From an optimization exercise on the open Yosys and OpenROAD flow, aimed at small area, a short achievable clock period and few clock cycles per item; shortcuts taken in it are not production practice. At most, simulation tests tie the RTL to the original design; equivalence was not proved. Only the layout flow was run in run 3; the RTL was not checked for function there. No activity file was given, so power comes from the tool's default toggle rates.

## design.v

```verilog
module sse_acc (
	input  logic        clk,
	input  logic        rst,
	input  logic        ps1,
	input  logic [7:0]  pe1,
	input  logic [24:0] pu1,
	input  logic        v5,
	input  logic        l5,
	output logic        out_valid,
	output logic [31:0] Y
);
	localparam logic [31:0] NAN = 32'h7f800001;
	logic [31:0] acc;
	logic        v6, l6, fresh;
	logic        ps;
	logic [7:0]  pe;
	logic        pNaN, pInf;   
	logic [23:0] yp;
	logic [3:0]  shH;    
	logic [7:0]  shL;    
	logic        selP;
	logic        as;
	logic [7:0]  ae;
	logic [22:0] af;
	assign {as, ae, af} = acc;
	logic aNaN, aInf, aZ, pZ;
	assign aNaN = (&ae) & (|af);
	assign aInf = (&ae) & ~(|af);
	assign aZ = fresh | ~(|ae);
	assign pZ = ~(|pe);
	logic normal;
	assign normal = ~aZ & ~aNaN & ~aInf & ~pNaN & ~pInf & ~pZ;
	logic [23:0] ya;
	logic [24:0] S, S1;
	logic        ovf;
	logic [7:0]  E, E1;
	logic [23:0] ma, yh;
	assign ma = {1'b1, af};
	always_comb begin
		for (int i = 0; i < 24; i++) begin
			yh[i] = (shH[0] & ma[i]) | (shH[1] & (i + 8 < 24 ? ma[(i + 8) % 24] : 1'b0))
				| (shH[2] & (i + 16 < 24 ? ma[(i + 16) % 24] : 1'b0));
			ya[i] = 0;
			for (int j = 0; j < 8; j++)
				if (i + j < 24) ya[i] = ya[i] | (shL[j] & yh[i + j]);
		end
	end
	sse_cadd #(.W(24), .L(5)) add (.a(ya), .b(yp), .s0(S), .s1(S1));
	assign ovf = S[24];
	assign E = selP ? pe : ae;
	assign E1 = E + 8'd1;
	logic [31:0] nres, pval, res;
	logic        selN, selA, selP2, selNaN;
	assign nres = ovf ? {as, E1, S1[23:1]} : {as, E, S[22:0]};
	assign pval = {ps, pe, aZ ? yp[22:0] : 23'd0};
	assign selN = v6 & normal;
	assign selNaN = v6 & (aZ ? pNaN : (aNaN | pNaN | (aInf & pInf & (as != ps))));
	assign selA = ~v6 | (~aZ & ~aNaN & ~pNaN & (aInf ? (~pInf | (as == ps)) : (~pInf & pZ)));
	assign selP2 = v6 & (aZ ? (~pNaN & ~pZ) : (~aNaN & ~pNaN & ~aInf & pInf));
	assign res = ({32{selN}} & nres) | ({32{selA}} & acc) | ({32{selP2}} & pval) | ({32{selNaN}} & NAN);
	logic [25:0] pinc;
	logic [22:0] f1n;
	logic [23:0] m1n;
	logic [7:0]  e1n;
	sse_inc #(.W(25), .L(5)) inc1 (.a(pu1), .s(pinc));
	assign f1n = pu1[24] ? pinc[23:1] : pu1[22:0];
	assign m1n = {1'b1, f1n};
	assign e1n = pe1;
	logic [23:0] yp0, yp1;
	logic [8:0]  dP0, dA0;
	logic [4:0]  shA0, shA1;
	logic        sel0, sel1, inc;
	logic       ebP;
	logic [8:0] dPa, dPp, dAa, dAp;
	assign ebP = v6 & (aZ | selP);
	assign dPa = {1'b0, ae} - {1'b0, e1n};
	assign dPp = {1'b0, pe} - {1'b0, e1n};
	assign dAa = {1'b0, e1n} - {1'b0, ae};
	assign dAp = {1'b0, e1n} - {1'b0, pe};
	assign dP0 = ebP ? dPp : dPa;
	assign dA0 = ebP ? dAp : dAa;
	assign inc = v6 & ~aZ & ~pZ & ovf;
	assign sel0 = dP0[8];
	assign sel1 = sel0 & (dA0 != 9'd1);
	assign yp0 = sel0 ? m1n : (dP0[7:0] > 8'd23) ? 24'd0 : (m1n >> dP0[4:0]);
	assign yp1 = sel0 ? m1n : {1'b0, yp0[23:1]};
	assign shA0 = ~sel0 ? 5'd0 : (dA0[7:0] > 8'd23) ? 5'd24 : dA0[4:0];
	assign shA1 = ~sel1 ? 5'd0 : (dA0[7:0] > 8'd24) ? 5'd24 : (dA0[4:0] - 5'd1);
	logic azn;
	assign azn = v6 ? (l6 | (aZ & pZ)) : aZ;
	logic [23:0] ypc0, ypc1;
	logic [3:0]  shH0, shH1;
	logic [7:0]  shL0, shL1;
	assign ypc0 = azn ? m1n : yp0;
	assign ypc1 = azn ? m1n : yp1;
	assign shH0 = {1'b0, shA0[4:3] == 2'd2, shA0[4:3] == 2'd1, shA0[4:3] == 2'd0};
	assign shH1 = {1'b0, shA1[4:3] == 2'd2, shA1[4:3] == 2'd1, shA1[4:3] == 2'd0};
	always_comb
		for (int j = 0; j < 8; j++) begin
			shL0[j] = (shA0[2:0] == j);
			shL1[j] = (shA1[2:0] == j);
		end
	always_ff @(posedge clk) begin
		ps <= ps1;
		pe <= e1n;
		pNaN <= (&e1n) & (|f1n);
		pInf <= (&e1n) & ~(|f1n);
		l6 <= l5;
		acc <= res;
		selP <= inc ? sel1 : sel0;
		shH <= inc ? shH1 : shH0;
		shL <= inc ? shL1 : shL0;
		yp <= inc ? ypc1 : ypc0;
		if (rst) begin
			v6 <= 0;
			fresh <= 1;
			out_valid <= 0;
		end
		else begin
			v6 <= v5;
			if (v6) fresh <= l6;
			out_valid <= v6 & l6;
		end
	end
	assign Y = acc;
endmodule
module sse_cadd #(parameter int W = 24, parameter int L = 5) (
	input  logic [W-1:0] a,
	input  logic [W-1:0] b,
	output logic [W:0]   s0,
	output logic [W:0]   s1
);
	logic [W-1:0] g [0:L];
	logic [W-1:0] t [0:L];
	logic [W-1:0] h;
	assign g[0] = a & b;
	assign t[0] = a | b;
	assign h = a ^ b;
	genvar l, i;
	generate
		for (l = 0; l < L; l++) begin : g_lvl
			for (i = 0; i < W; i++) begin : g_bit
				if (i >= (1 << l)) begin : g_op
					assign g[l + 1][i] = g[l][i] | (t[l][i] & g[l][i - (1 << l)]);
					assign t[l + 1][i] = t[l][i] & t[l][i - (1 << l)];
				end
				else begin : g_pass
					assign g[l + 1][i] = g[l][i];
					assign t[l + 1][i] = t[l][i];
				end
			end
		end
	endgenerate
	assign s0 = {g[L][W-1], h ^ {g[L][W-2:0], 1'b0}};
	assign s1 = {g[L][W-1] | t[L][W-1], h ^ {g[L][W-2:0] | t[L][W-2:0], 1'b1}};
endmodule
module sse_add #(parameter int W = 24, parameter int L = 5) (
	input  logic [W-1:0] a,
	input  logic [W-1:0] b,
	input  logic         ci,
	output logic [W:0]   s
);
	logic [W:0] g [0:L];
	logic [W:0] p [0:L];
	assign g[0] = {a & b, ci};
	assign p[0] = {a ^ b, 1'b0};
	genvar l, i;
	generate
		for (l = 0; l < L; l++) begin : g_lvl
			for (i = 0; i <= W; i++) begin : g_bit
				if ((i >> l) & 1) begin : g_op
					assign g[l + 1][i] = g[l][i] | (p[l][i] & g[l][((i >> l) << l) - 1]);
					assign p[l + 1][i] = p[l][i] & p[l][((i >> l) << l) - 1];
				end
				else begin : g_pass
					assign g[l + 1][i] = g[l][i];
					assign p[l + 1][i] = p[l][i];
				end
			end
		end
	endgenerate
	assign s = {g[L][W], p[0][W:1] ^ g[L][W-1:0]};
endmodule
module sse_inc #(parameter int W = 24, parameter int L = 5) (
	input  logic [W-1:0] a,
	output logic [W:0]   s
);
	logic [W-1:0] p [0:L];
	assign p[0] = a;
	genvar l, i;
	generate
		for (l = 0; l < L; l++) begin : g_lvl
			for (i = 0; i < W; i++) begin : g_bit
				if ((i >> l) & 1) begin : g_op
					assign p[l + 1][i] = p[l][i] & p[l][((i >> l) << l) - 1];
				end
				else begin : g_pass
					assign p[l + 1][i] = p[l][i];
				end
			end
		end
	endgenerate
	assign s = {p[L][W-1], a ^ {p[L][W-2:0], 1'b1}};
endmodule
module sse_sq_tree (
	input  logic [22:0] f,
	output logic [47:0] r0,
	output logic [47:0] r1
);
	wire t1 = (f[0] & f[17]) ^ (f[1] & f[16]);
	wire t2 = (f[0] & f[17]) & (f[1] & f[16]);
	wire t3 = (f[0] & f[18]) ^ (f[1] & f[17]);
	wire t4 = (f[0] & f[18]) & (f[1] & f[17]);
	wire t5, t6;
	sse_fa ut5 (.a((f[0] & f[19])), .b((f[1] & f[18])), .c((f[2] & f[17])), .s(t5), .co(t6));
	wire t7 = (f[3] & f[16]) ^ (f[4] & f[15]);
	wire t8 = (f[3] & f[16]) & (f[4] & f[15]);
	wire t9, t10;
	sse_fa ut9 (.a((f[0] & f[20])), .b((f[1] & f[19])), .c((f[2] & f[18])), .s(t9), .co(t10));
	wire t11 = (f[3] & f[17]) ^ (f[4] & f[16]);
	wire t12 = (f[3] & f[17]) & (f[4] & f[16]);
	wire t13, t14;
	sse_fa ut13 (.a((f[0] & f[21])), .b((f[1] & f[20])), .c((f[2] & f[19])), .s(t13), .co(t14));
	wire t15, t16;
	sse_fa ut15 (.a((f[3] & f[18])), .b((f[4] & f[17])), .c((f[5] & f[16])), .s(t15), .co(t16));
	wire t17 = (f[6] & f[15]) ^ (f[7] & f[14]);
	wire t18 = (f[6] & f[15]) & (f[7] & f[14]);
	wire t19, t20;
	sse_fa ut19 (.a((f[0] & f[22])), .b((f[1] & f[21])), .c((f[2] & f[20])), .s(t19), .co(t20));
	wire t21, t22;
	sse_fa ut21 (.a((f[3] & f[19])), .b((f[4] & f[18])), .c((f[5] & f[17])), .s(t21), .co(t22));
	wire t23 = (f[6] & f[16]) ^ (f[7] & f[15]);
	wire t24 = (f[6] & f[16]) & (f[7] & f[15]);
	wire t25, t26;
	sse_fa ut25 (.a(f[0]), .b((f[1] & f[22])), .c((f[2] & f[21])), .s(t25), .co(t26));
	wire t27, t28;
	sse_fa ut27 (.a((f[3] & f[20])), .b((f[4] & f[19])), .c((f[5] & f[18])), .s(t27), .co(t28));
	wire t29, t30;
	sse_fa ut29 (.a((f[6] & f[17])), .b((f[7] & f[16])), .c((f[8] & f[15])), .s(t29), .co(t30));
	wire t31 = (f[9] & f[14]) ^ (f[10] & f[13]);
	wire t32 = (f[9] & f[14]) & (f[10] & f[13]);
	wire t33, t34;
	sse_fa ut33 (.a(f[1]), .b((f[2] & f[22])), .c((f[3] & f[21])), .s(t33), .co(t34));
	wire t35, t36;
	sse_fa ut35 (.a((f[4] & f[20])), .b((f[5] & f[19])), .c((f[6] & f[18])), .s(t35), .co(t36));
	wire t37, t38;
	sse_fa ut37 (.a((f[7] & f[17])), .b((f[8] & f[16])), .c((f[9] & f[15])), .s(t37), .co(t38));
	wire t39, t40;
	sse_fa ut39 (.a(f[2]), .b((f[3] & f[22])), .c((f[4] & f[21])), .s(t39), .co(t40));
	wire t41, t42;
	sse_fa ut41 (.a((f[5] & f[20])), .b((f[6] & f[19])), .c((f[7] & f[18])), .s(t41), .co(t42));
	wire t43, t44;
	sse_fa ut43 (.a((f[8] & f[17])), .b((f[9] & f[16])), .c((f[10] & f[15])), .s(t43), .co(t44));
	wire t45, t46;
	sse_fa ut45 (.a(f[3]), .b((f[4] & f[22])), .c((f[5] & f[21])), .s(t45), .co(t46));
	wire t47, t48;
	sse_fa ut47 (.a((f[6] & f[20])), .b((f[7] & f[19])), .c((f[8] & f[18])), .s(t47), .co(t48));
	wire t49, t50;
	sse_fa ut49 (.a(f[4]), .b((f[5] & f[22])), .c((f[6] & f[21])), .s(t49), .co(t50));
	wire t51, t52;
	sse_fa ut51 (.a((f[7] & f[20])), .b((f[8] & f[19])), .c((f[9] & f[18])), .s(t51), .co(t52));
	wire t53, t54;
	sse_fa ut53 (.a(f[5]), .b((f[6] & f[22])), .c((f[7] & f[21])), .s(t53), .co(t54));
	wire t55, t56;
	sse_fa ut55 (.a(f[6]), .b((f[7] & f[22])), .c((f[8] & f[21])), .s(t55), .co(t56));
	wire t57 = (f[0] & f[11]) ^ (f[1] & f[10]);
	wire t58 = (f[0] & f[11]) & (f[1] & f[10]);
	wire t59 = (f[0] & f[12]) ^ (f[1] & f[11]);
	wire t60 = (f[0] & f[12]) & (f[1] & f[11]);
	wire t61, t62;
	sse_fa ut61 (.a((f[0] & f[13])), .b((f[1] & f[12])), .c((f[2] & f[11])), .s(t61), .co(t62));
	wire t63 = (f[3] & f[10]) ^ (f[4] & f[9]);
	wire t64 = (f[3] & f[10]) & (f[4] & f[9]);
	wire t65, t66;
	sse_fa ut65 (.a((f[0] & f[14])), .b((f[1] & f[13])), .c((f[2] & f[12])), .s(t65), .co(t66));
	wire t67 = (f[3] & f[11]) ^ (f[4] & f[10]);
	wire t68 = (f[3] & f[11]) & (f[4] & f[10]);
	wire t69, t70;
	sse_fa ut69 (.a((f[0] & f[15])), .b((f[1] & f[14])), .c((f[2] & f[13])), .s(t69), .co(t70));
	wire t71, t72;
	sse_fa ut71 (.a((f[3] & f[12])), .b((f[4] & f[11])), .c((f[5] & f[10])), .s(t71), .co(t72));
	wire t73 = (f[6] & f[9]) ^ (f[7] & f[8]);
	wire t74 = (f[6] & f[9]) & (f[7] & f[8]);
	wire t75, t76;
	sse_fa ut75 (.a((f[0] & f[16])), .b((f[1] & f[15])), .c((f[2] & f[14])), .s(t75), .co(t76));
	wire t77, t78;
	sse_fa ut77 (.a((f[3] & f[13])), .b((f[4] & f[12])), .c((f[5] & f[11])), .s(t77), .co(t78));
	wire t79 = (f[6] & f[10]) ^ (f[7] & f[9]);
	wire t80 = (f[6] & f[10]) & (f[7] & f[9]);
	wire t81, t82;
	sse_fa ut81 (.a(t1), .b((f[2] & f[15])), .c((f[3] & f[14])), .s(t81), .co(t82));
	wire t83, t84;
	sse_fa ut83 (.a((f[4] & f[13])), .b((f[5] & f[12])), .c((f[6] & f[11])), .s(t83), .co(t84));
	wire t85, t86;
	sse_fa ut85 (.a((f[7] & f[10])), .b((f[8] & f[9])), .c(f[9]), .s(t85), .co(t86));
	wire t87, t88;
	sse_fa ut87 (.a(t2), .b(t3), .c((f[2] & f[16])), .s(t87), .co(t88));
	wire t89, t90;
	sse_fa ut89 (.a((f[3] & f[15])), .b((f[4] & f[14])), .c((f[5] & f[13])), .s(t89), .co(t90));
	wire t91, t92;
	sse_fa ut91 (.a((f[6] & f[12])), .b((f[7] & f[11])), .c((f[8] & f[10])), .s(t91), .co(t92));
	wire t93, t94;
	sse_fa ut93 (.a(t4), .b(t5), .c(t7), .s(t93), .co(t94));
	wire t95, t96;
	sse_fa ut95 (.a((f[5] & f[14])), .b((f[6] & f[13])), .c((f[7] & f[12])), .s(t95), .co(t96));
	wire t97, t98;
	sse_fa ut97 (.a((f[8] & f[11])), .b((f[9] & f[10])), .c(f[10]), .s(t97), .co(t98));
	wire t99, t100;
	sse_fa ut99 (.a(t6), .b(t8), .c(t9), .s(t99), .co(t100));
	wire t101, t102;
	sse_fa ut101 (.a(t11), .b((f[5] & f[15])), .c((f[6] & f[14])), .s(t101), .co(t102));
	wire t103, t104;
	sse_fa ut103 (.a((f[7] & f[13])), .b((f[8] & f[12])), .c((f[9] & f[11])), .s(t103), .co(t104));
	wire t105, t106;
	sse_fa ut105 (.a(t10), .b(t12), .c(t13), .s(t105), .co(t106));
	wire t107, t108;
	sse_fa ut107 (.a(t15), .b(t17), .c((f[8] & f[13])), .s(t107), .co(t108));
	wire t109, t110;
	sse_fa ut109 (.a((f[9] & f[12])), .b((f[10] & f[11])), .c(f[11]), .s(t109), .co(t110));
	wire t111, t112;
	sse_fa ut111 (.a(t14), .b(t16), .c(t18), .s(t111), .co(t112));
	wire t113, t114;
	sse_fa ut113 (.a(t19), .b(t21), .c(t23), .s(t113), .co(t114));
	wire t115, t116;
	sse_fa ut115 (.a((f[8] & f[14])), .b((f[9] & f[13])), .c((f[10] & f[12])), .s(t115), .co(t116));
	wire t117, t118;
	sse_fa ut117 (.a(t20), .b(t22), .c(t24), .s(t117), .co(t118));
	wire t119, t120;
	sse_fa ut119 (.a(t25), .b(t27), .c(t29), .s(t119), .co(t120));
	wire t121, t122;
	sse_fa ut121 (.a(t31), .b((f[11] & f[12])), .c(f[12]), .s(t121), .co(t122));
	wire t123, t124;
	sse_fa ut123 (.a(t26), .b(t28), .c(t30), .s(t123), .co(t124));
	wire t125, t126;
	sse_fa ut125 (.a(t32), .b(t33), .c(t35), .s(t125), .co(t126));
	wire t127, t128;
	sse_fa ut127 (.a(t37), .b((f[10] & f[14])), .c((f[11] & f[13])), .s(t127), .co(t128));
	wire t129, t130;
	sse_fa ut129 (.a(t34), .b(t36), .c(t38), .s(t129), .co(t130));
	wire t131, t132;
	sse_fa ut131 (.a(t39), .b(t41), .c(t43), .s(t131), .co(t132));
	wire t133, t134;
	sse_fa ut133 (.a((f[11] & f[14])), .b((f[12] & f[13])), .c(f[13]), .s(t133), .co(t134));
	wire t135, t136;
	sse_fa ut135 (.a(t40), .b(t42), .c(t44), .s(t135), .co(t136));
	wire t137, t138;
	sse_fa ut137 (.a(t45), .b(t47), .c((f[9] & f[17])), .s(t137), .co(t138));
	wire t139, t140;
	sse_fa ut139 (.a((f[10] & f[16])), .b((f[11] & f[15])), .c((f[12] & f[14])), .s(t139), .co(t140));
	wire t141, t142;
	sse_fa ut141 (.a(t46), .b(t48), .c(t49), .s(t141), .co(t142));
	wire t143, t144;
	sse_fa ut143 (.a(t51), .b((f[10] & f[17])), .c((f[11] & f[16])), .s(t143), .co(t144));
	wire t145, t146;
	sse_fa ut145 (.a((f[12] & f[15])), .b((f[13] & f[14])), .c(f[14]), .s(t145), .co(t146));
	wire t147, t148;
	sse_fa ut147 (.a(t50), .b(t52), .c(t53), .s(t147), .co(t148));
	wire t149, t150;
	sse_fa ut149 (.a((f[8] & f[20])), .b((f[9] & f[19])), .c((f[10] & f[18])), .s(t149), .co(t150));
	wire t151, t152;
	sse_fa ut151 (.a((f[11] & f[17])), .b((f[12] & f[16])), .c((f[13] & f[15])), .s(t151), .co(t152));
	wire t153, t154;
	sse_fa ut153 (.a(t54), .b(t55), .c((f[9] & f[20])), .s(t153), .co(t154));
	wire t155, t156;
	sse_fa ut155 (.a((f[10] & f[19])), .b((f[11] & f[18])), .c((f[12] & f[17])), .s(t155), .co(t156));
	wire t157, t158;
	sse_fa ut157 (.a((f[13] & f[16])), .b((f[14] & f[15])), .c(f[15]), .s(t157), .co(t158));
	wire t159, t160;
	sse_fa ut159 (.a(t56), .b(f[7]), .c((f[8] & f[22])), .s(t159), .co(t160));
	wire t161, t162;
	sse_fa ut161 (.a((f[9] & f[21])), .b((f[10] & f[20])), .c((f[11] & f[19])), .s(t161), .co(t162));
	wire t163, t164;
	sse_fa ut163 (.a((f[12] & f[18])), .b((f[13] & f[17])), .c((f[14] & f[16])), .s(t163), .co(t164));
	wire t165, t166;
	sse_fa ut165 (.a(f[8]), .b((f[9] & f[22])), .c((f[10] & f[21])), .s(t165), .co(t166));
	wire t167, t168;
	sse_fa ut167 (.a((f[11] & f[20])), .b((f[12] & f[19])), .c((f[13] & f[18])), .s(t167), .co(t168));
	wire t169, t170;
	sse_fa ut169 (.a((f[14] & f[17])), .b((f[15] & f[16])), .c(f[16]), .s(t169), .co(t170));
	wire t171, t172;
	sse_fa ut171 (.a(f[9]), .b((f[10] & f[22])), .c((f[11] & f[21])), .s(t171), .co(t172));
	wire t173, t174;
	sse_fa ut173 (.a((f[12] & f[20])), .b((f[13] & f[19])), .c((f[14] & f[18])), .s(t173), .co(t174));
	wire t175, t176;
	sse_fa ut175 (.a(f[10]), .b((f[11] & f[22])), .c((f[12] & f[21])), .s(t175), .co(t176));
	wire t177, t178;
	sse_fa ut177 (.a((f[13] & f[20])), .b((f[14] & f[19])), .c((f[15] & f[18])), .s(t177), .co(t178));
	wire t179, t180;
	sse_fa ut179 (.a(f[11]), .b((f[12] & f[22])), .c((f[13] & f[21])), .s(t179), .co(t180));
	wire t181, t182;
	sse_fa ut181 (.a(f[12]), .b((f[13] & f[22])), .c((f[14] & f[21])), .s(t181), .co(t182));
	wire t183 = (f[0] & f[7]) ^ (f[1] & f[6]);
	wire t184 = (f[0] & f[7]) & (f[1] & f[6]);
	wire t185 = (f[0] & f[8]) ^ (f[1] & f[7]);
	wire t186 = (f[0] & f[8]) & (f[1] & f[7]);
	wire t187, t188;
	sse_fa ut187 (.a((f[0] & f[9])), .b((f[1] & f[8])), .c((f[2] & f[7])), .s(t187), .co(t188));
	wire t189 = (f[3] & f[6]) ^ (f[4] & f[5]);
	wire t190 = (f[3] & f[6]) & (f[4] & f[5]);
	wire t191, t192;
	sse_fa ut191 (.a((f[0] & f[10])), .b((f[1] & f[9])), .c((f[2] & f[8])), .s(t191), .co(t192));
	wire t193 = (f[3] & f[7]) ^ (f[4] & f[6]);
	wire t194 = (f[3] & f[7]) & (f[4] & f[6]);
	wire t195, t196;
	sse_fa ut195 (.a(t57), .b((f[2] & f[9])), .c((f[3] & f[8])), .s(t195), .co(t196));
	wire t197, t198;
	sse_fa ut197 (.a((f[4] & f[7])), .b((f[5] & f[6])), .c(f[6]), .s(t197), .co(t198));
	wire t199, t200;
	sse_fa ut199 (.a(t58), .b(t59), .c((f[2] & f[10])), .s(t199), .co(t200));
	wire t201, t202;
	sse_fa ut201 (.a((f[3] & f[9])), .b((f[4] & f[8])), .c((f[5] & f[7])), .s(t201), .co(t202));
	wire t203, t204;
	sse_fa ut203 (.a(t60), .b(t61), .c(t63), .s(t203), .co(t204));
	wire t205, t206;
	sse_fa ut205 (.a((f[5] & f[8])), .b((f[6] & f[7])), .c(f[7]), .s(t205), .co(t206));
	wire t207, t208;
	sse_fa ut207 (.a(t62), .b(t64), .c(t65), .s(t207), .co(t208));
	wire t209, t210;
	sse_fa ut209 (.a(t67), .b((f[5] & f[9])), .c((f[6] & f[8])), .s(t209), .co(t210));
	wire t211, t212;
	sse_fa ut211 (.a(t66), .b(t68), .c(t69), .s(t211), .co(t212));
	wire t213, t214;
	sse_fa ut213 (.a(t71), .b(t73), .c(f[8]), .s(t213), .co(t214));
	wire t215, t216;
	sse_fa ut215 (.a(t70), .b(t72), .c(t74), .s(t215), .co(t216));
	wire t217, t218;
	sse_fa ut217 (.a(t75), .b(t77), .c(t79), .s(t217), .co(t218));
	wire t219, t220;
	sse_fa ut219 (.a(t76), .b(t78), .c(t80), .s(t219), .co(t220));
	wire t221, t222;
	sse_fa ut221 (.a(t81), .b(t83), .c(t85), .s(t221), .co(t222));
	wire t223, t224;
	sse_fa ut223 (.a(t82), .b(t84), .c(t86), .s(t223), .co(t224));
	wire t225, t226;
	sse_fa ut225 (.a(t87), .b(t89), .c(t91), .s(t225), .co(t226));
	wire t227, t228;
	sse_fa ut227 (.a(t88), .b(t90), .c(t92), .s(t227), .co(t228));
	wire t229, t230;
	sse_fa ut229 (.a(t93), .b(t95), .c(t97), .s(t229), .co(t230));
	wire t231, t232;
	sse_fa ut231 (.a(t94), .b(t96), .c(t98), .s(t231), .co(t232));
	wire t233, t234;
	sse_fa ut233 (.a(t99), .b(t101), .c(t103), .s(t233), .co(t234));
	wire t235, t236;
	sse_fa ut235 (.a(t100), .b(t102), .c(t104), .s(t235), .co(t236));
	wire t237, t238;
	sse_fa ut237 (.a(t105), .b(t107), .c(t109), .s(t237), .co(t238));
	wire t239, t240;
	sse_fa ut239 (.a(t106), .b(t108), .c(t110), .s(t239), .co(t240));
	wire t241, t242;
	sse_fa ut241 (.a(t111), .b(t113), .c(t115), .s(t241), .co(t242));
	wire t243, t244;
	sse_fa ut243 (.a(t112), .b(t114), .c(t116), .s(t243), .co(t244));
	wire t245, t246;
	sse_fa ut245 (.a(t117), .b(t119), .c(t121), .s(t245), .co(t246));
	wire t247, t248;
	sse_fa ut247 (.a(t118), .b(t120), .c(t122), .s(t247), .co(t248));
	wire t249, t250;
	sse_fa ut249 (.a(t123), .b(t125), .c(t127), .s(t249), .co(t250));
	wire t251, t252;
	sse_fa ut251 (.a(t124), .b(t126), .c(t128), .s(t251), .co(t252));
	wire t253, t254;
	sse_fa ut253 (.a(t129), .b(t131), .c(t133), .s(t253), .co(t254));
	wire t255, t256;
	sse_fa ut255 (.a(t130), .b(t132), .c(t134), .s(t255), .co(t256));
	wire t257, t258;
	sse_fa ut257 (.a(t135), .b(t137), .c(t139), .s(t257), .co(t258));
	wire t259, t260;
	sse_fa ut259 (.a(t136), .b(t138), .c(t140), .s(t259), .co(t260));
	wire t261, t262;
	sse_fa ut261 (.a(t141), .b(t143), .c(t145), .s(t261), .co(t262));
	wire t263, t264;
	sse_fa ut263 (.a(t142), .b(t144), .c(t146), .s(t263), .co(t264));
	wire t265, t266;
	sse_fa ut265 (.a(t147), .b(t149), .c(t151), .s(t265), .co(t266));
	wire t267, t268;
	sse_fa ut267 (.a(t148), .b(t150), .c(t152), .s(t267), .co(t268));
	wire t269, t270;
	sse_fa ut269 (.a(t153), .b(t155), .c(t157), .s(t269), .co(t270));
	wire t271, t272;
	sse_fa ut271 (.a(t154), .b(t156), .c(t158), .s(t271), .co(t272));
	wire t273, t274;
	sse_fa ut273 (.a(t159), .b(t161), .c(t163), .s(t273), .co(t274));
	wire t275, t276;
	sse_fa ut275 (.a(t160), .b(t162), .c(t164), .s(t275), .co(t276));
	wire t277, t278;
	sse_fa ut277 (.a(t165), .b(t167), .c(t169), .s(t277), .co(t278));
	wire t279, t280;
	sse_fa ut279 (.a(t166), .b(t168), .c(t170), .s(t279), .co(t280));
	wire t281, t282;
	sse_fa ut281 (.a(t171), .b(t173), .c((f[15] & f[17])), .s(t281), .co(t282));
	wire t283, t284;
	sse_fa ut283 (.a(t172), .b(t174), .c(t175), .s(t283), .co(t284));
	wire t285, t286;
	sse_fa ut285 (.a(t177), .b((f[16] & f[17])), .c(f[17]), .s(t285), .co(t286));
	wire t287, t288;
	sse_fa ut287 (.a(t176), .b(t178), .c(t179), .s(t287), .co(t288));
	wire t289, t290;
	sse_fa ut289 (.a((f[14] & f[20])), .b((f[15] & f[19])), .c((f[16] & f[18])), .s(t289), .co(t290));
	wire t291, t292;
	sse_fa ut291 (.a(t180), .b(t181), .c((f[15] & f[20])), .s(t291), .co(t292));
	wire t293, t294;
	sse_fa ut293 (.a((f[16] & f[19])), .b((f[17] & f[18])), .c(f[18]), .s(t293), .co(t294));
	wire t295, t296;
	sse_fa ut295 (.a(t182), .b(f[13]), .c((f[14] & f[22])), .s(t295), .co(t296));
	wire t297, t298;
	sse_fa ut297 (.a((f[15] & f[21])), .b((f[16] & f[20])), .c((f[17] & f[19])), .s(t297), .co(t298));
	wire t299, t300;
	sse_fa ut299 (.a(f[14]), .b((f[15] & f[22])), .c((f[16] & f[21])), .s(t299), .co(t300));
	wire t301, t302;
	sse_fa ut301 (.a((f[17] & f[20])), .b((f[18] & f[19])), .c(f[19]), .s(t301), .co(t302));
	wire t303, t304;
	sse_fa ut303 (.a(f[15]), .b((f[16] & f[22])), .c((f[17] & f[21])), .s(t303), .co(t304));
	wire t305, t306;
	sse_fa ut305 (.a(f[16]), .b((f[17] & f[22])), .c((f[18] & f[21])), .s(t305), .co(t306));
	wire t307 = (f[0] & f[5]) ^ (f[1] & f[4]);
	wire t308 = (f[0] & f[5]) & (f[1] & f[4]);
	wire t309 = (f[0] & f[6]) ^ (f[1] & f[5]);
	wire t310 = (f[0] & f[6]) & (f[1] & f[5]);
	wire t311, t312;
	sse_fa ut311 (.a(t183), .b((f[2] & f[5])), .c((f[3] & f[4])), .s(t311), .co(t312));
	wire t313, t314;
	sse_fa ut313 (.a(t184), .b(t185), .c((f[2] & f[6])), .s(t313), .co(t314));
	wire t315, t316;
	sse_fa ut315 (.a(t186), .b(t187), .c(t189), .s(t315), .co(t316));
	wire t317, t318;
	sse_fa ut317 (.a(t188), .b(t190), .c(t191), .s(t317), .co(t318));
	wire t319, t320;
	sse_fa ut319 (.a(t192), .b(t194), .c(t195), .s(t319), .co(t320));
	wire t321, t322;
	sse_fa ut321 (.a(t196), .b(t198), .c(t199), .s(t321), .co(t322));
	wire t323, t324;
	sse_fa ut323 (.a(t200), .b(t202), .c(t203), .s(t323), .co(t324));
	wire t325, t326;
	sse_fa ut325 (.a(t204), .b(t206), .c(t207), .s(t325), .co(t326));
	wire t327, t328;
	sse_fa ut327 (.a(t208), .b(t210), .c(t211), .s(t327), .co(t328));
	wire t329, t330;
	sse_fa ut329 (.a(t212), .b(t214), .c(t215), .s(t329), .co(t330));
	wire t331, t332;
	sse_fa ut331 (.a(t216), .b(t218), .c(t219), .s(t331), .co(t332));
	wire t333, t334;
	sse_fa ut333 (.a(t220), .b(t222), .c(t223), .s(t333), .co(t334));
	wire t335, t336;
	sse_fa ut335 (.a(t224), .b(t226), .c(t227), .s(t335), .co(t336));
	wire t337, t338;
	sse_fa ut337 (.a(t228), .b(t230), .c(t231), .s(t337), .co(t338));
	wire t339, t340;
	sse_fa ut339 (.a(t232), .b(t234), .c(t235), .s(t339), .co(t340));
	wire t341, t342;
	sse_fa ut341 (.a(t236), .b(t238), .c(t239), .s(t341), .co(t342));
	wire t343, t344;
	sse_fa ut343 (.a(t240), .b(t242), .c(t243), .s(t343), .co(t344));
	wire t345, t346;
	sse_fa ut345 (.a(t244), .b(t246), .c(t247), .s(t345), .co(t346));
	wire t347, t348;
	sse_fa ut347 (.a(t248), .b(t250), .c(t251), .s(t347), .co(t348));
	wire t349, t350;
	sse_fa ut349 (.a(t252), .b(t254), .c(t255), .s(t349), .co(t350));
	wire t351, t352;
	sse_fa ut351 (.a(t256), .b(t258), .c(t259), .s(t351), .co(t352));
	wire t353, t354;
	sse_fa ut353 (.a(t260), .b(t262), .c(t263), .s(t353), .co(t354));
	wire t355, t356;
	sse_fa ut355 (.a(t264), .b(t266), .c(t267), .s(t355), .co(t356));
	wire t357, t358;
	sse_fa ut357 (.a(t268), .b(t270), .c(t271), .s(t357), .co(t358));
	wire t359, t360;
	sse_fa ut359 (.a(t272), .b(t274), .c(t275), .s(t359), .co(t360));
	wire t361, t362;
	sse_fa ut361 (.a(t276), .b(t278), .c(t279), .s(t361), .co(t362));
	wire t363, t364;
	sse_fa ut363 (.a(t280), .b(t282), .c(t283), .s(t363), .co(t364));
	wire t365, t366;
	sse_fa ut365 (.a(t284), .b(t286), .c(t287), .s(t365), .co(t366));
	wire t367, t368;
	sse_fa ut367 (.a(t288), .b(t290), .c(t291), .s(t367), .co(t368));
	wire t369, t370;
	sse_fa ut369 (.a(t292), .b(t294), .c(t295), .s(t369), .co(t370));
	wire t371, t372;
	sse_fa ut371 (.a(t296), .b(t298), .c(t299), .s(t371), .co(t372));
	wire t373, t374;
	sse_fa ut373 (.a(t300), .b(t302), .c(t303), .s(t373), .co(t374));
	wire t375, t376;
	sse_fa ut375 (.a(t304), .b(t305), .c((f[19] & f[20])), .s(t375), .co(t376));
	wire t377, t378;
	sse_fa ut377 (.a(t306), .b(f[17]), .c((f[18] & f[22])), .s(t377), .co(t378));
	wire t379, t380;
	sse_fa ut379 (.a(f[18]), .b((f[19] & f[22])), .c((f[20] & f[21])), .s(t379), .co(t380));
	wire t381 = (f[0] & f[3]) ^ (f[1] & f[2]);
	wire t382 = (f[0] & f[3]) & (f[1] & f[2]);
	wire t383 = (f[0] & f[4]) ^ (f[1] & f[3]);
	wire t384 = (f[0] & f[4]) & (f[1] & f[3]);
	wire t385, t386;
	sse_fa ut385 (.a(t307), .b((f[2] & f[3])), .c(f[3]), .s(t385), .co(t386));
	wire t387, t388;
	sse_fa ut387 (.a(t308), .b(t309), .c((f[2] & f[4])), .s(t387), .co(t388));
	wire t389, t390;
	sse_fa ut389 (.a(t310), .b(t311), .c(f[4]), .s(t389), .co(t390));
	wire t391, t392;
	sse_fa ut391 (.a(t312), .b(t313), .c((f[3] & f[5])), .s(t391), .co(t392));
	wire t393, t394;
	sse_fa ut393 (.a(t314), .b(t315), .c(f[5]), .s(t393), .co(t394));
	wire t395, t396;
	sse_fa ut395 (.a(t316), .b(t317), .c(t193), .s(t395), .co(t396));
	wire t397, t398;
	sse_fa ut397 (.a(t318), .b(t319), .c(t197), .s(t397), .co(t398));
	wire t399, t400;
	sse_fa ut399 (.a(t320), .b(t321), .c(t201), .s(t399), .co(t400));
	wire t401, t402;
	sse_fa ut401 (.a(t322), .b(t323), .c(t205), .s(t401), .co(t402));
	wire t403, t404;
	sse_fa ut403 (.a(t324), .b(t325), .c(t209), .s(t403), .co(t404));
	wire t405, t406;
	sse_fa ut405 (.a(t326), .b(t327), .c(t213), .s(t405), .co(t406));
	wire t407, t408;
	sse_fa ut407 (.a(t328), .b(t329), .c(t217), .s(t407), .co(t408));
	wire t409, t410;
	sse_fa ut409 (.a(t330), .b(t331), .c(t221), .s(t409), .co(t410));
	wire t411, t412;
	sse_fa ut411 (.a(t332), .b(t333), .c(t225), .s(t411), .co(t412));
	wire t413, t414;
	sse_fa ut413 (.a(t334), .b(t335), .c(t229), .s(t413), .co(t414));
	wire t415, t416;
	sse_fa ut415 (.a(t336), .b(t337), .c(t233), .s(t415), .co(t416));
	wire t417, t418;
	sse_fa ut417 (.a(t338), .b(t339), .c(t237), .s(t417), .co(t418));
	wire t419, t420;
	sse_fa ut419 (.a(t340), .b(t341), .c(t241), .s(t419), .co(t420));
	wire t421, t422;
	sse_fa ut421 (.a(t342), .b(t343), .c(t245), .s(t421), .co(t422));
	wire t423, t424;
	sse_fa ut423 (.a(t344), .b(t345), .c(t249), .s(t423), .co(t424));
	wire t425, t426;
	sse_fa ut425 (.a(t346), .b(t347), .c(t253), .s(t425), .co(t426));
	wire t427, t428;
	sse_fa ut427 (.a(t348), .b(t349), .c(t257), .s(t427), .co(t428));
	wire t429, t430;
	sse_fa ut429 (.a(t350), .b(t351), .c(t261), .s(t429), .co(t430));
	wire t431, t432;
	sse_fa ut431 (.a(t352), .b(t353), .c(t265), .s(t431), .co(t432));
	wire t433, t434;
	sse_fa ut433 (.a(t354), .b(t355), .c(t269), .s(t433), .co(t434));
	wire t435, t436;
	sse_fa ut435 (.a(t356), .b(t357), .c(t273), .s(t435), .co(t436));
	wire t437, t438;
	sse_fa ut437 (.a(t358), .b(t359), .c(t277), .s(t437), .co(t438));
	wire t439, t440;
	sse_fa ut439 (.a(t360), .b(t361), .c(t281), .s(t439), .co(t440));
	wire t441, t442;
	sse_fa ut441 (.a(t362), .b(t363), .c(t285), .s(t441), .co(t442));
	wire t443, t444;
	sse_fa ut443 (.a(t364), .b(t365), .c(t289), .s(t443), .co(t444));
	wire t445, t446;
	sse_fa ut445 (.a(t366), .b(t367), .c(t293), .s(t445), .co(t446));
	wire t447, t448;
	sse_fa ut447 (.a(t368), .b(t369), .c(t297), .s(t447), .co(t448));
	wire t449, t450;
	sse_fa ut449 (.a(t370), .b(t371), .c(t301), .s(t449), .co(t450));
	wire t451, t452;
	sse_fa ut451 (.a(t372), .b(t373), .c((f[18] & f[20])), .s(t451), .co(t452));
	wire t453, t454;
	sse_fa ut453 (.a(t374), .b(t375), .c(f[20]), .s(t453), .co(t454));
	wire t455, t456;
	sse_fa ut455 (.a(t376), .b(t377), .c((f[19] & f[21])), .s(t455), .co(t456));
	wire t457, t458;
	sse_fa ut457 (.a(t378), .b(t379), .c(f[21]), .s(t457), .co(t458));
	wire t459, t460;
	sse_fa ut459 (.a(t380), .b(f[19]), .c((f[20] & f[22])), .s(t459), .co(t460));
	wire t461, t462;
	sse_fa ut461 (.a(f[20]), .b((f[21] & f[22])), .c(f[22]), .s(t461), .co(t462));
	assign r0[0] = f[0];
	assign r1[0] = 1'b0;
	assign r0[1] = 1'b0;
	assign r1[1] = 1'b0;
	assign r0[2] = (f[0] & f[1]);
	assign r1[2] = f[1];
	assign r0[3] = (f[0] & f[2]);
	assign r1[3] = 1'b0;
	assign r0[4] = t381;
	assign r1[4] = f[2];
	assign r0[5] = t382;
	assign r1[5] = t383;
	assign r0[6] = t384;
	assign r1[6] = t385;
	assign r0[7] = t386;
	assign r1[7] = t387;
	assign r0[8] = t388;
	assign r1[8] = t389;
	assign r0[9] = t390;
	assign r1[9] = t391;
	assign r0[10] = t392;
	assign r1[10] = t393;
	assign r0[11] = t394;
	assign r1[11] = t395;
	assign r0[12] = t396;
	assign r1[12] = t397;
	assign r0[13] = t398;
	assign r1[13] = t399;
	assign r0[14] = t400;
	assign r1[14] = t401;
	assign r0[15] = t402;
	assign r1[15] = t403;
	assign r0[16] = t404;
	assign r1[16] = t405;
	assign r0[17] = t406;
	assign r1[17] = t407;
	assign r0[18] = t408;
	assign r1[18] = t409;
	assign r0[19] = t410;
	assign r1[19] = t411;
	assign r0[20] = t412;
	assign r1[20] = t413;
	assign r0[21] = t414;
	assign r1[21] = t415;
	assign r0[22] = t416;
	assign r1[22] = t417;
	assign r0[23] = t418;
	assign r1[23] = t419;
	assign r0[24] = t420;
	assign r1[24] = t421;
	assign r0[25] = t422;
	assign r1[25] = t423;
	assign r0[26] = t424;
	assign r1[26] = t425;
	assign r0[27] = t426;
	assign r1[27] = t427;
	assign r0[28] = t428;
	assign r1[28] = t429;
	assign r0[29] = t430;
	assign r1[29] = t431;
	assign r0[30] = t432;
	assign r1[30] = t433;
	assign r0[31] = t434;
	assign r1[31] = t435;
	assign r0[32] = t436;
	assign r1[32] = t437;
	assign r0[33] = t438;
	assign r1[33] = t439;
	assign r0[34] = t440;
	assign r1[34] = t441;
	assign r0[35] = t442;
	assign r1[35] = t443;
	assign r0[36] = t444;
	assign r1[36] = t445;
	assign r0[37] = t446;
	assign r1[37] = t447;
	assign r0[38] = t448;
	assign r1[38] = t449;
	assign r0[39] = t450;
	assign r1[39] = t451;
	assign r0[40] = t452;
	assign r1[40] = t453;
	assign r0[41] = t454;
	assign r1[41] = t455;
	assign r0[42] = t456;
	assign r1[42] = t457;
	assign r0[43] = t458;
	assign r1[43] = t459;
	assign r0[44] = t460;
	assign r1[44] = t461;
	assign r0[45] = t462;
	assign r1[45] = f[21];
	assign r0[46] = 1'b1;
	assign r1[46] = f[22];
	assign r0[47] = 1'b0;
	assign r1[47] = 1'b0;
endmodule
module sse_fa (
	input  logic a, b, c,
	output logic s, co
);
	assign s = a ^ b ^ c;
	assign co = (a & b) | (a & c) | (b & c);
endmodule
module SSE (
	input  logic        clk,
	input  logic        rst,
	input  logic        in_valid,
	input  logic        in_last,
	input  logic [31:0] A,
	input  logic [31:0] B,
	output logic        in_ready,
	output logic        out_valid,
	output logic [31:0] Y
);
	localparam logic [31:0] NAN = 32'h7f800001;
	logic v0, v2, v3, v4, v5;
	logic l0, l2, l3, l4, l5;
	always_ff @(posedge clk) begin
		if (rst) begin
			in_ready <= 0;
			{v0, v2, v3, v4, v5} <= 0;
		end
		else begin
			in_ready <= 1;
			v0 <= in_valid & in_ready;
			{v2, v3, v4, v5} <= {v0, v2, v3, v4};
		end
		{l0, l2, l3, l4, l5} <= {in_last, l0, l2, l3, l4};
	end
	logic        sA, sB;
	logic [7:0]  eA, eB;
	logic [22:0] fA, fB;
	assign {sA, eA, fA} = A;
	assign {sB, eB, fB} = B;
	logic nanA, nanB, infA, infB, zA, zB;
	assign nanA = (&eA) & (|fA);
	assign nanB = (&eB) & (|fB);
	assign infA = (&eA) & ~(|fA);
	assign infB = (&eB) & ~(|fB);
	assign zA = ~(|eA);
	assign zB = ~(|eB);
	logic        spec;
	logic [31:0] sval;
	always_comb begin
		spec = 1;
		if (nanA | nanB) sval = NAN;
		else if (infA & infB) sval = (sA == sB) ? A : NAN;
		else if (infA) sval = A;
		else if (infB) sval = B;
		else if (zA & zB) sval = 0;
		else if (zA) sval = {~sB, B[30:0]};
		else if (zB) sval = A;
		else begin
			spec = 0;
			sval = A;
		end
	end
	logic [8:0]  dAB;
	logic [7:0]  dBA;
	logic        aLess, eEq, fLess, swp;
	assign dAB = {1'b0, eA} - {1'b0, eB};
	assign dBA = eB - eA;
	assign aLess = dAB[8];
	assign eEq = (eA == eB);
	assign fLess = fA < fB;
	assign swp = A[30:0] < B[30:0];    
	logic [22:0] x0, y0;
	logic [4:0]  k0;
	logic [7:0]  e0;
	logic        s0, sub0;
	always_ff @(posedge clk) begin
		y0 <= swp ? fA : fB;
		if (spec) begin
			x0 <= sval[22:0];
			k0 <= 5'd24;
			e0 <= sval[30:23];
			s0 <= sval[31];
			sub0 <= 0;
		end
		else begin
			x0 <= swp ? fB : fA;
			k0 <= aLess ? ((dBA > 8'd23) ? 5'd24 : dBA[4:0]) : ((dAB[7:0] > 8'd23) ? 5'd24 : dAB[4:0]);
			e0 <= aLess ? eB : eA;
			s0 <= (sA == sB) ? (swp ^ sA) : sA;
			sub0 <= (sA == sB);
		end
	end
	logic [23:0] y1;
	assign y1 = {1'b1, y0} >> k0;
	logic [24:0] sum2;
	sse_add #(.W(24), .L(5)) add1 (.a({1'b1, x0}), .b(sub0 ? ~y1 : y1), .ci(sub0), .s(sum2));
	logic [24:0] r2;
	logic [7:0]  e2;
	logic        s2, sub2;
	always_ff @(posedge clk) begin
		r2 <= {sum2[24] & ~sub0, sum2[23:0]};
		e2 <= e0;
		s2 <= s0;
		sub2 <= sub0;
	end
	logic [24:0] inc3;
	logic [25:0] inc3x;
	assign inc3 = inc3x[24:0];
	sse_inc #(.W(25), .L(5)) inc1 (.a(r2), .s(inc3x));
	logic [31:0] zx;
	logic [7:0]  nz1;
	logic [15:0] nc1;
	logic [3:0]  nz2;
	logic [11:0] nc2;
	logic [1:0]  nz3;
	logic [7:0]  nc3;
	logic [4:0]  lz;
	assign zx = {r2[23:0], 8'hff};
	genvar gi;
	generate
		for (gi = 0; gi < 8; gi++) begin : g_l1
			logic [3:0] q;
			assign q = zx[4 * gi +: 4];
			assign nz1[gi] = |q;
			assign nc1[2 * gi +: 2] = q[3] ? 2'd0 : q[2] ? 2'd1 : q[1] ? 2'd2 : 2'd3;
		end
		for (gi = 0; gi < 4; gi++) begin : g_l2
			assign nz2[gi] = nz1[2 * gi + 1] | nz1[2 * gi];
			assign nc2[3 * gi +: 3] = nz1[2 * gi + 1] ? {1'b0, nc1[4 * gi + 2 +: 2]} : {1'b1, nc1[4 * gi +: 2]};
		end
		for (gi = 0; gi < 2; gi++) begin : g_l3
			assign nz3[gi] = nz2[2 * gi + 1] | nz2[2 * gi];
			assign nc3[4 * gi +: 4] = nz2[2 * gi + 1] ? {1'b0, nc2[6 * gi + 3 +: 3]} : {1'b1, nc2[6 * gi +: 3]};
		end
	endgenerate
	assign lz = nz3[1] ? {1'b0, nc3[7:4]} : {1'b1, nc3[3:0]};
	logic [23:0] n1;
	assign n1 = r2[23:0] << lz;
	logic        s3;
	logic [7:0]  e3;
	logic [4:0]  lz3;
	logic [22:0] f3;
	always_ff @(posedge clk) begin
		if (sub2) begin
			if (r2[23:0] == 0) begin
				s3 <= 0;
				e3 <= 0;
				lz3 <= 0;
			end
			else begin
				s3 <= s2;
				e3 <= e2;
				lz3 <= lz;
			end
			f3 <= n1[22:0];
		end
		else begin
			s3 <= s2;
			e3 <= r2[24] ? e2 + 8'd1 : e2;
			lz3 <= 0;
			f3 <= r2[24] ? inc3[23:1] : r2[22:0];
		end
	end
	logic        sd;
	logic [7:0]  ed;
	logic [22:0] fd;
	assign sd = s3;
	assign ed = e3 - {3'd0, lz3};
	assign fd = f3;
	logic [9:0] ex4;
	assign ex4 = {1'b0, ed, 1'b0} - 10'd127;
	logic [47:0] q0, q1;
	sse_sq_tree sq (.f(fd), .r0(q0), .r1(q1));
	logic spec4, ssp4, esp4, nsp4;
	always_comb begin
		spec4 = 1;
		ssp4 = 0;
		esp4 = 1;
		nsp4 = 0;
		if ((&ed) & (|fd)) nsp4 = 1;
		else if (&ed) ssp4 = sd;
		else if (~(|ed)) esp4 = 0;
		else if (~ex4[9] & (ex4[8:0] > 9'd254)) ;
		else if (ex4[9] | (ex4 == 0)) esp4 = 0;
		else spec4 = 0;
	end
	logic [47:0] r40, r41;
	logic [7:0]  e4;
	logic        spec5i, ssp5i, esp5i, nsp5i;
	always_ff @(posedge clk) begin
		r40 <= q0;
		r41 <= q1;
		e4 <= ex4[7:0];
		spec5i <= spec4;
		ssp5i <= ssp4;
		esp5i <= esp4;
		nsp5i <= nsp4;
	end
	logic [47:0] P;
	logic [48:0] Px;
	logic [24:0] U;
	sse_add #(.W(48), .L(6)) add2 (.a(r40), .b(r41), .ci(1'b0), .s(Px));
	assign P = Px[47:0];
	assign U = P[47:23];
	logic        ps5;
	logic [7:0]  pe5;
	logic [24:0] pu5;
	always_comb begin
		if (spec5i) begin
			ps5 = ssp5i;
			pe5 = {8{esp5i}};
			pu5 = {24'd0, nsp5i};
		end
		else begin
			ps5 = 0;
			pe5 = U[24] ? e4 + 8'd1 : e4;
			pu5 = U;
		end
	end
	logic        ps1;
	logic [7:0]  pe1;
	logic [24:0] pu1;
	always_ff @(posedge clk) begin
		ps1 <= ps5;
		pe1 <= pe5;
		pu1 <= pu5;
	end
	sse_acc acc (
		.clk(clk), .rst(rst),
		.ps1(ps1), .pe1(pe1), .pu1(pu1), .v5(v5), .l5(l5),
		.out_valid(out_valid), .Y(Y)
	);
endmodule
```

## flow/run.sh

```bash
#!/bin/bash
set -euo pipefail
bash standard.sh SETUP_SLACK_MARGIN=5.6 "BUFFER_PORTS_ARGS=-buffer_cell sky130_fd_sc_hd__buf_1" finish > standard.log 2>&1
```

## standard.sh

```bash
#!/bin/bash
# synth_recipe.tcl (not shown) runs the flow's synth.tcl, then flattens the netlist and writes it again
# the make line also repeats each setting of config.mk as NAME=value (left out here)
make -C /OpenROAD-flow-scripts/flow DESIGN_CONFIG=/design/flow/config.mk WORK_HOME=/design/flow/orfs CLKGATE_MAP_FILE= SYNTH_SCRIPT=/design/flow/synth_recipe.tcl "${@:-finish}"
```

## config.mk

```make
export PLATFORM = sky130hd
export DESIGN_NAME = SSE
export DESIGN_NICKNAME = SSE
export VERILOG_FILES = /design/flow/design.v
export SDC_FILE = /design/flow/constraint.sdc
export NUM_CORES = 4
export LEC_CHECK = 0
export CAP_MARGIN = 20
export CORE_MARGIN = 2
export CORE_UTILIZATION = 40
export PLACE_DENSITY = 0.6
export SETUP_SLACK_MARGIN = 5
export SLEW_MARGIN = 20
export SYNTH_HIERARCHICAL = 1
export SYNTH_MINIMUM_KEEP_SIZE = 0
```

## constraint.sdc

```tcl
create_clock -name core_clock -period 10.0 [get_ports {clk}]
set_input_delay 2.0000 -clock core_clock [delete_from_list [all_inputs] [get_ports {clk}]]
set_output_delay 2.0000 -clock core_clock [all_outputs]
set_load 0.01 [all_outputs]
```

==> metrics.yaml, run 1 <==
pwr:
  p_int_mw: 6.95
  total_power_mw: 13.1
  ir_drop_uv: 212
  seqPwrFrac_pct: 21.0
  clkPwrFrac_pct: 13.4
  p_sw_mw: 6.11
  p_leak_nw: 14.7
  power.share.switching_pct: 46.8
  p_per_area_nw_per_um2: 370
  p_comb_share_pct: 65.5
global_route:
  grt-ovfl-total: 0
  grt_max_degree: 45
  grt_pass1_vias: 26400
  grt_first_pass_wirelength_mm: 147
  grt_usage_pct: 21.2
  antenna_found_initial: 4
clock_network:
  htree_levels: 2
  cts_tree: "built"
  clkSlewWorstSetupHoldPaths_ns: 0.06
  numCtsBuffers: 44
  cts_buffer_depth: 3
  worstSkewPairLatency_ns: 0.61
  cts.sinks: 368
  ctsRootBufferMaster: "clkbuf_16"
detailed_routing:
  dr.first_iter.drc_count: 2199
  routed_wl_mm: 91.4
  drtPass1Iterations: 8
  drc: 0
  ant_nets: 0
  vias: 26600
  wl_per_cell_um: 19.7
  via_per_inst: 5.72
worst_hold_path:
  hp-class: "flip-flop to flip-flop"
  hold_path.startpoint: "e0[0]"
floorplan:
  die_y_um: 290
  initial_core_util_pct: 40.5
  ios: 102
  rows: 104
  design.die.area_um2: 84200
  fp.dieW_um: 290
  core_area_um2: 80800
yosys:
  netlist_instances: 3620
  syn_area_um2: 32800
  avgSynthCellArea_um2: 9.05
  yosysWarnings: 19
sta:
  fin_tns_setup_ns: 0
  fmax_mhz: 232
  rsz0062_at_grt: "yes"
  fin_ws_ns: 5.69
  setup-violations-final: 0
  fin_hold_ws_ns: 0.325
  skew_ns: 0.0599
  hold_viol: 0
  period_minus_slack_ns: 4.31
  drv_slew: 0
  finalCritPeriodShare_pct: 43.1
  slew_headroom_pct: 28.3
  worst_pin_slew_ns: 1.07
run_status:
  status: "timing/DRC/antenna clean"
finish:
  final_common_cell: "dfxtp_1"
  syn2layout_area_growth_pct: 7.87
  fill_cells: 7881
  final_cell_mix: "dfxtp_1 (347), and2_1 (270), fa_1 (222)"
  design_area_um2: 35300
  stdcell_count: 4645
  finish.utilization_pct: 43.7
  drive_gt1_share_pct: 9.86
  nNetsFinal: 4052
worst_setup_path:
  r2r_start: "acc.acc[23]"
  cp-start-kind: "input port"
  crit_required_ns: 10.45
  cp-end-kind: "flip-flop"
  critPathMaxFanout: 10
  path_class: "input port to flip-flop"
  startpoint: "A[28]"
  arrival_ns: 4.76
placement:
  dp_slack_ns: 4.62
  dpl-instance-area_um2: 33200
  placedCellCount: 4545
  dp_hpwl_mm: 68.5
  gp_congestion: 0.979
  portBuffers: 101
job:
  cap_violations: 0
-- critical path: stages --
cell	delay (ns)
buf_1	0.25
inv_1	0.08
ha_1	0.44
a21o_1	0.23
a21o_1	0.17
a21oi_1	0.25
o21ai_1	0.21
a211oi_4	0.29
buf_4	0.20
buf_4	0.15
mux2i_1	0.07
a21oi_1	0.42
-- flip-flops by register name, indices dropped and copies added, names as in the netlist, 23 cells and up --
signal,count
r41,48
y0,23
f3,23
acc.yp,24
pu1,25
acc.acc,32
x0,23
r40,48
r2,25
-- area by class of cell --
cell class / instances / area (um2) / area share [%]
multi-input cells: 2769 / 23300 / 66.1
flip-flops and latches: 368 / 7420 / 21.0
well taps: 1060 / 1330 / 3.75
clock buffers: 53 / 1160 / 3.30
repair buffers: 157 / 846 / 2.39
inverters: 206 / 783 / 2.22
clock inverters: 25 / 435 / 1.23
diodes: 6 / 15.0 / 0.0425
repair inverters: 1 / 5.00 / 0.0142
-- routing by layer --
layer  routed length, um  track usage [%]
met5                   0                0
met4                2720             6.52
met3                5040             2.71
met2               43800             36.3
met1               39900             27.9
-- power groups by stage --
stage / combinational (mW) / clock, mW / sequential, mW
detailed placement: 8.49 / 0 / 2.76
CTS: 8.56 / 1.80 / 2.74
global placement: 8.28 / 0 / 2.76
floorplan: 8.88 / 0 / 2.51
finish: 8.56 / 1.75 / 2.75
global route: 9.77 / 1.85 / 2.82
-- worst paths after layout --
| check | end | slack [ns] | depth (start not counted) |
|---|---|---|---|
| max reg2reg | acc.yp[3] | 5.72 | 16 |
| min reg2reg | e2[0] | 0.32 | 0 |
| max | x0[0] | 5.69 | 12 |
| min | e2[0] | 0.32 | 0 |
-- what timing repair did --
item	CTS	global route
endpoints found under the hold margin	0	0
pin swaps	2	9
cloned	1	1
gates resized for setup	32	70
endpoints found under the setup margin	79	82
buffers inserted	5	9
hold buffers	0	0
Testbench counts, summed over its fixed seeds: cycles 8,146, items 8,082.
==> run 2, diff against run 1 <==
--- a/config.mk
+++ b/config.mk
@@ -8,6 +8,8 @@
 export CAP_MARGIN = 20
 export CORE_MARGIN = 2
 export CORE_UTILIZATION = 40
+export CTS_CLUSTER_DIAMETER = 100
+export CTS_CLUSTER_SIZE = 30
 export PLACE_DENSITY = 0.6
 export SETUP_SLACK_MARGIN = 5
 export SLEW_MARGIN = 20
==> run 2 against run 1 <==
  * Total power is 5.2% lower
  * Clock skew is 0.0025 ns lower
  * Sequential cell count stayed put
  * Non-clock buffer count stayed put
  * Worst hold slack worse by 0.0072 ns
  * Still clean on timing, DRC and antenna
  * Maximum frequency is 0.26% higher
  * Critical path depth is 1 lower
  * Worst setup slack better by 0.011 ns
  * Highest routed layer unchanged
  * Final cell count is 0.88% lower
  * Register-to-register slack hardly changed
  * Critical endpoint is now k0[3]
  * Area after synthesis stayed put
  * Critical path type unchanged
  * Largest power group unchanged
==> metrics.yaml, run 2 <==
floorplan:
  rows: 104
  design.die.area_um2: 84200
  fp.dieW_um: 290
  die_y_um: 290
  core_area_um2: 80800
  ios: 102
  initial_core_util_pct: 40.5
sta:
  period_minus_slack_ns: 4.30
  fin_tns_setup_ns: 0
  fin_hold_ws_ns: 0.318
  slew_headroom_pct: 28.4
  setup-violations-final: 0
  fmax_mhz: 233
  rsz0062_at_grt: "yes"
  finalCritPeriodShare_pct: 43.0
  drv_slew: 0
  hold_viol: 0
  worst_pin_slew_ns: 1.07
  skew_ns: 0.0574
run_status:
  status: "timing/DRC/antenna clean"
clock_network:
  cts_tree: "built"
  clkSlewWorstSetupHoldPaths_ns: 0.11
  worstSkewPairLatency_ns: 0.61
  htree_levels: 1
  cts_buffer_depth: 3
  cts.sinks: 368
  numCtsBuffers: 22
  ctsRootBufferMaster: "clkbuf_16"
worst_setup_path:
  arrival_ns: 4.79
  startpoint: "A[28]"
  cp-start-kind: "input port"
  path_class: "input port to flip-flop"
  crit_required_ns: 10.49
  r2r_start: "acc.acc[28]"
  cp-end-kind: "flip-flop"
  critPathMaxFanout: 18
detailed_routing:
  dr.first_iter.drc_count: 2217
  wl_per_cell_um: 19.6
  drc: 0
  drtPass1Iterations: 9
  routed_wl_mm: 90.4
  via_per_inst: 5.75
  vias: 26500
  ant_nets: 0
worst_hold_path:
  hold_path.startpoint: "e0[0]"
  hp-class: "flip-flop to flip-flop"
placement:
  portBuffers: 101
  gp_congestion: 0.979
  dpl-instance-area_um2: 33200
  dp_hpwl_mm: 68.5
pwr:
  p_leak_nw: 14.4
  p_per_area_nw_per_um2: 358
  ir_drop_uv: 209
global_route:
  grt_first_pass_wirelength_mm: 146
  grt-ovfl-total: 0
  grt_usage_pct: 21.0
  grt_pass1_vias: 26200
  antenna_found_initial: 4
  grt_max_degree: 45
finish:
  largestRegisters: "r40: 48 flops, r41: 48 flops, acc.acc: 32 flops"
  drive_gt1_share_pct: 8.95
  fill_cells: 7947
  final_common_cell: "dfxtp_1"
  finish.utilization_pct: 42.8
  syn2layout_area_growth_pct: 5.59
  design_area_um2: 34600
  final_cell_mix: "dfxtp_1 (347), and2_1 (270), fa_1 (222)"
  nNetsFinal: 4030
yosys:
  netlist_instances: 3620
  avgSynthCellArea_um2: 9.05
  syn_area_um2: 32800
  yosysWarnings: 19
job:
  cap_violations: 0
[run 2: worst paths after layout]
kind / endpoint / slack (ns) / cells after the start
max reg2reg: acc.yp[3] / 5.73 / 15
min reg2reg: e2[0] / 0.32 / 0
min: e2[0] / 0.32 / 0
max: k0[3] / 5.70 / 11
[run 2: cell type report]
cell class / instances / area (um2) / area share, %
Tap cell: 1060 / 1330 / 3.84
Sequential cell: 368 / 7420 / 21.4
Clock buffer: 22 / 551 / 1.59
Antenna cell: 4 / 10.0 / 0.0289
Timing Repair inverter: 1 / 5.00 / 0.0145
Timing Repair Buffer: 157 / 838 / 2.42
Multi-Input combinational cell: 2769 / 23300 / 67.5
Clock inverter: 17 / 323 / 0.933
Inverter: 206 / 786 / 2.27
[run 2: worst max-delay path: stages]
cell and delay (ns):
buf_1 0.25, inv_1 0.08, ha_1 0.44, a21o_1 0.23, a21o_1 0.17, a21oi_1 0.25, o21ai_2 0.28, a221oi_1 0.30
o211ai_1 0.28, buf_4 0.22, o32a_1 0.28
[run 2: power by group]
group	leakage (nW)	total [mW]	switching (mW)	internal, mW
combinational	10.9	8.51	4.78	3.73
sequential	3.08	2.74	0.619	2.12
clock	0.412	1.12	0.617	0.506
total	14.4	12.4	6.02	6.36
[run 2: timing repair]
item | CTS | global route
resized for setup | 41 | 57
gates cloned | 1 | 1
pin swaps | 3 | 10
setup endpoints to repair | 80 | 73
buffers inserted | 7 | 7
hold buffers | 0 | 0
[run 2: per-stage QoR]
stage | cells | setup WS [ns] | total power, mW
6_report | 4604 | 5.70 | 12.4
5_1_grt | 4604 | 5.59 | 13.8
4_1_cts | 4592 | 5.57 | 12.5
3_5_place_dp | 4545 | 4.62 | 11.3
3_3_place_gp | 4545 | 4.67 | 11.0
2_1_floorplan | 3625 | 5.62 | 11.4
[run 2: per-layer routing]
layer | vias to the layer above | share of wire (%) | global-route usage, %
li1 | 12600 | - | -
met1 | 12900 | 44 | 28.1
met2 | 810 | 48 | 36.0
met3 | 155 | 5.4 | 2.21
met4 | 0 | 2.8 | 5.53
met5 | - | 0 | 0
==> run 3, diff against run 2 <==
--- a/design.v
+++ b/design.v
@@ -11,7 +11,8 @@
 );
 	localparam logic [31:0] NAN = 32'h7f800001;
 	logic [31:0] acc;
-	logic        v6, l6, fresh;
+	logic        v6, l6;
+	logic        aZ;     
 	logic        ps;
 	logic [7:0]  pe;
 	logic        pNaN, pInf;   
@@ -23,10 +24,9 @@
 	logic [7:0]  ae;
 	logic [22:0] af;
 	assign {as, ae, af} = acc;
-	logic aNaN, aInf, aZ, pZ;
+	logic aNaN, aInf, pZ;
 	assign aNaN = (&ae) & (|af);
 	assign aInf = (&ae) & ~(|af);
-	assign aZ = fresh | ~(|ae);
 	assign pZ = ~(|pe);
 	logic normal;
 	assign normal = ~aZ & ~aNaN & ~aInf & ~pNaN & ~pInf & ~pZ;
@@ -113,12 +113,12 @@
 		yp <= inc ? ypc1 : ypc0;
 		if (rst) begin
 			v6 <= 0;
-			fresh <= 1;
+			aZ <= 1;
 			out_valid <= 0;
 		end
 		else begin
 			v6 <= v5;
-			if (v6) fresh <= l6;
+			aZ <= azn;
 			out_valid <= v6 & l6;
 		end
 	end
==> run 3 against run 2 <==
  * Clock power is essentially flat
  * Clock-buffer cell count is 3 higher
  * Worst hold slack better by 0.018 ns
  * Wire length up 0.76%
  * Still clean
  * Combinational power about the same
  * Maximum frequency decreased by 0.55%
==> metrics.yaml, run 3 <==
run_status:
  status: "timing/DRC/antenna clean"
clock_network:
  htree_levels: 1
  numCtsBuffers: 24
  cts_tree: "built"
  worstSkewPairLatency_ns: 0.62
  cts_buffer_depth: 3
  cts.sinks: 368
  clkSlewWorstSetupHoldPaths_ns: 0.10
  ctsRootBufferMaster: "clkbuf_16"
pwr:
  ir_drop_uv: 243
  power.share.switching_pct: 49.0
  seqPwrFrac_pct: 22.8
  p_leak_nw: 14.4
  p_int_mw: 6.36
  p_comb_share_pct: 68.0
  total_power_mw: 12.5
  p_sw_mw: 6.11
  clkPwrFrac_pct: 9.2
  p_per_area_nw_per_um2: 359
worst_setup_path:
  arrival_ns: 4.81
  r2r_start: "acc.acc[16]"
  ff2ff_setup_slack_ns: 5.80
  path_buf_inv: 5
  path_class: "input port to flip-flop"
  critPathSlowestCell: "fa_1"
  path_cells: "buf_1, inv_1, fa_1, a21o_1, a21oi_1, o21ai_1, buf_4, a221oi_1, o211ai_1, buf_4, buf_4, o32ai_1, o22ai_1"
  critPathMaxFanout: 18
  crit_top_cell: "buf_4"
  cp-start-kind: "input port"
  crit_family: "compound AO/OA/AOI/OAI gates"
  reg2regPathDepth: 17
  crit_required_ns: 10.48
  cp-end-kind: "flip-flop"
  regToRegEndpoint: "acc.acc[27]"
  critPathMaxStageDelay_ns: 0.48
finish:
  fill_cells: 8109
  nNetsFinal: 4031
  final_cell_mix: "dfxtp_1 (344), and2_1 (267), fa_1 (221)"
  syn2layout_area_growth_pct: 4.91
  drive_gt1_share_pct: 8.94
  insertedDiodeCount: 0
  stdcell_count: 4614
  largestRegisters: "r40: 48 flops, r41: 48 flops, acc.acc: 32 flops"
  final_common_cell: "dfxtp_1"
detailed_routing:
  drc: 0
  via_per_inst: 5.78
  vias: 26700
  routed_wl_mm: 91.1
  wl_per_cell_um: 19.7
  dr.first_iter.drc_count: 2450
  ant_nets: 0
  drtPass1Iterations: 7
sta:
  rsz0062_at_grt: "yes"
  drv_slew: 0
  hold_viol: 0
  fin_hold_ws_ns: 0.335
  worst_pin_slew_ns: 1.12
  fin_tns_setup_ns: 0
  skew_ns: 0.0618
  fmax_mhz: 231
  setup-violations-final: 0
  finalCritPeriodShare_pct: 43.2
  slew_headroom_pct: 25.2
  period_minus_slack_ns: 4.32
yosys:
  syn_area_um2: 33100
  netlist_instances: 3632
  avgSynthCellArea_um2: 9.12
  yosysWarnings: 19
worst_hold_path:
  hold_path.startpoint: "l4"
  hp-class: "flip-flop to flip-flop"
  min_to: "l5"
  hold_depth: 0
global_route:
  grt_max_degree: 57
  grt_usage_pct: 20.9
  grt_first_pass_wirelength_mm: 146
  grt_pass1_vias: 26100
  grt-ovfl-total: 0
  antenna_found_initial: 1
placement:
  placedCellCount: 4562
  dp_hpwl_mm: 68.6
  portBuffers: 101
  gp_congestion: 0.946
floorplan:
  ios: 102
  design.die.area_um2: 85100
  initial_core_util_pct: 40.4
  die_y_um: 292
  fp.dieW_um: 292
  core_area_um2: 82000
  rows: 105
job:
  cap_violations: 0
==> run 3: final cells by class <==
cell class / count / area [um2] / share of cell area [%]
Sequential cell: 368 / 7410 / 21.3
Clock buffer: 25 / 604 / 1.74
Tap cell: 1070 / 1340 / 3.85
Timing Repair inverter: 1 / 5.00 / 0.0144
Clock inverter: 18 / 320 / 0.922
Timing Repair Buffer: 150 / 786 / 2.26
Inverter: 201 / 758 / 2.18
Multi-Input combinational cell: 2781 / 23500 / 67.7
==> run 3: how the worst max path moves through the flow <==
stage	startpoint	to	slack, ns	cells past startpoint
global placement	acc.shH[0]	acc.shL[3]	4.75	15
CTS	acc.aZ	acc.yp[1]	5.59	10
finish	B[24]	k0[4]	5.68	13
detailed placement	acc.shH[0]	acc.shL[1]	4.90	15
global route	acc.shH[0]	acc.acc[27]	5.51	19
floorplan	acc.shH[0]	acc.shL[1]	5.61	20
==> run 3: metal layers <==
metal	global-route usage [%]	share of wire, %	vias to the layer above
met1	28.0	44	13000
met2	35.5	48	908
met3	2.44	5.8	171
li1	-	-	12600
met5	0	0.011	-
met4	5.87	2.9	2
==> run 3: through the flow <==
step | setup slack (ns) | cell area (um2) | util [%]
2_1_floorplan | 5.61 | 33100 | -
3_3_place_gp | 4.75 | 33500 | 40.9
3_5_place_dp | 4.90 | 33500 | 40.9
4_1_cts | 5.59 | 34500 | 42.1
5_1_grt | 5.51 | 34700 | 42.4
6_report | 5.68 | 34700 | 42.4
==> run 3: timing repair <==
action | 4_1_cts | 5_1_grt
setup buffers | 0 | 7
pin swaps | 0 | 4
cloned | 1 | 1
setup endpoints to repair | 68 | 70
hold buffers | 0 | 0
gates resized for setup | 27 | 42
==> run 3: power groups by stage <==
stage | Sequential, mW | Clock [mW] | Combinational, mW
global placement | 2.87 | 0 | 8.34
finish | 2.84 | 1.15 | 8.48
global route | 2.92 | 1.24 | 9.73
floorplan | 2.52 | 0 | 8.99
CTS | 2.84 | 1.19 | 8.51
detailed placement | 2.87 | 0 | 8.47

## separate check: timing with driven ports
In the flow no input, the clock included, has a driving cell. The finished layouts below were timed again as built, in two steps. Step 1 (the two cells are an assumption about what drives the block):
set clk [get_ports {clk}]
set_driving_cell -lib_cell sky130_fd_sc_hd__clkbuf_16 $clk
set_driving_cell -lib_cell sky130_fd_sc_hd__buf_2 [delete_from_list [all_inputs] $clk]
Step 2 moves the port delays by t, midway between the first and last clock arrival at a register: inputs arrive t later, outputs are due t later. That takes back most of the time a late clock gives input paths. a / b / c = ideal / step 1 / step 2; a / b = the first two.
run	t, ns	setup WS [ns]	worst hold slack (ns)	worst setup path after step 2
run 1	0.644	5.688 / 5.724 / 5.085	0.325 / 0.325 / 0.325	input to register
run 2	0.645	5.699 / 5.731 / 5.096	0.318 / 0.318 / 0.318	input to register
run 3	0.651	5.676 / 5.716 / 5.065	0.335 / 0.335 / 0.335	input to register
After both steps setup and hold are still met in every run listed. For run 3, which loses most, drivers alone change the setup slack by +0.040 ns; drivers and shift together by -0.611 ns.
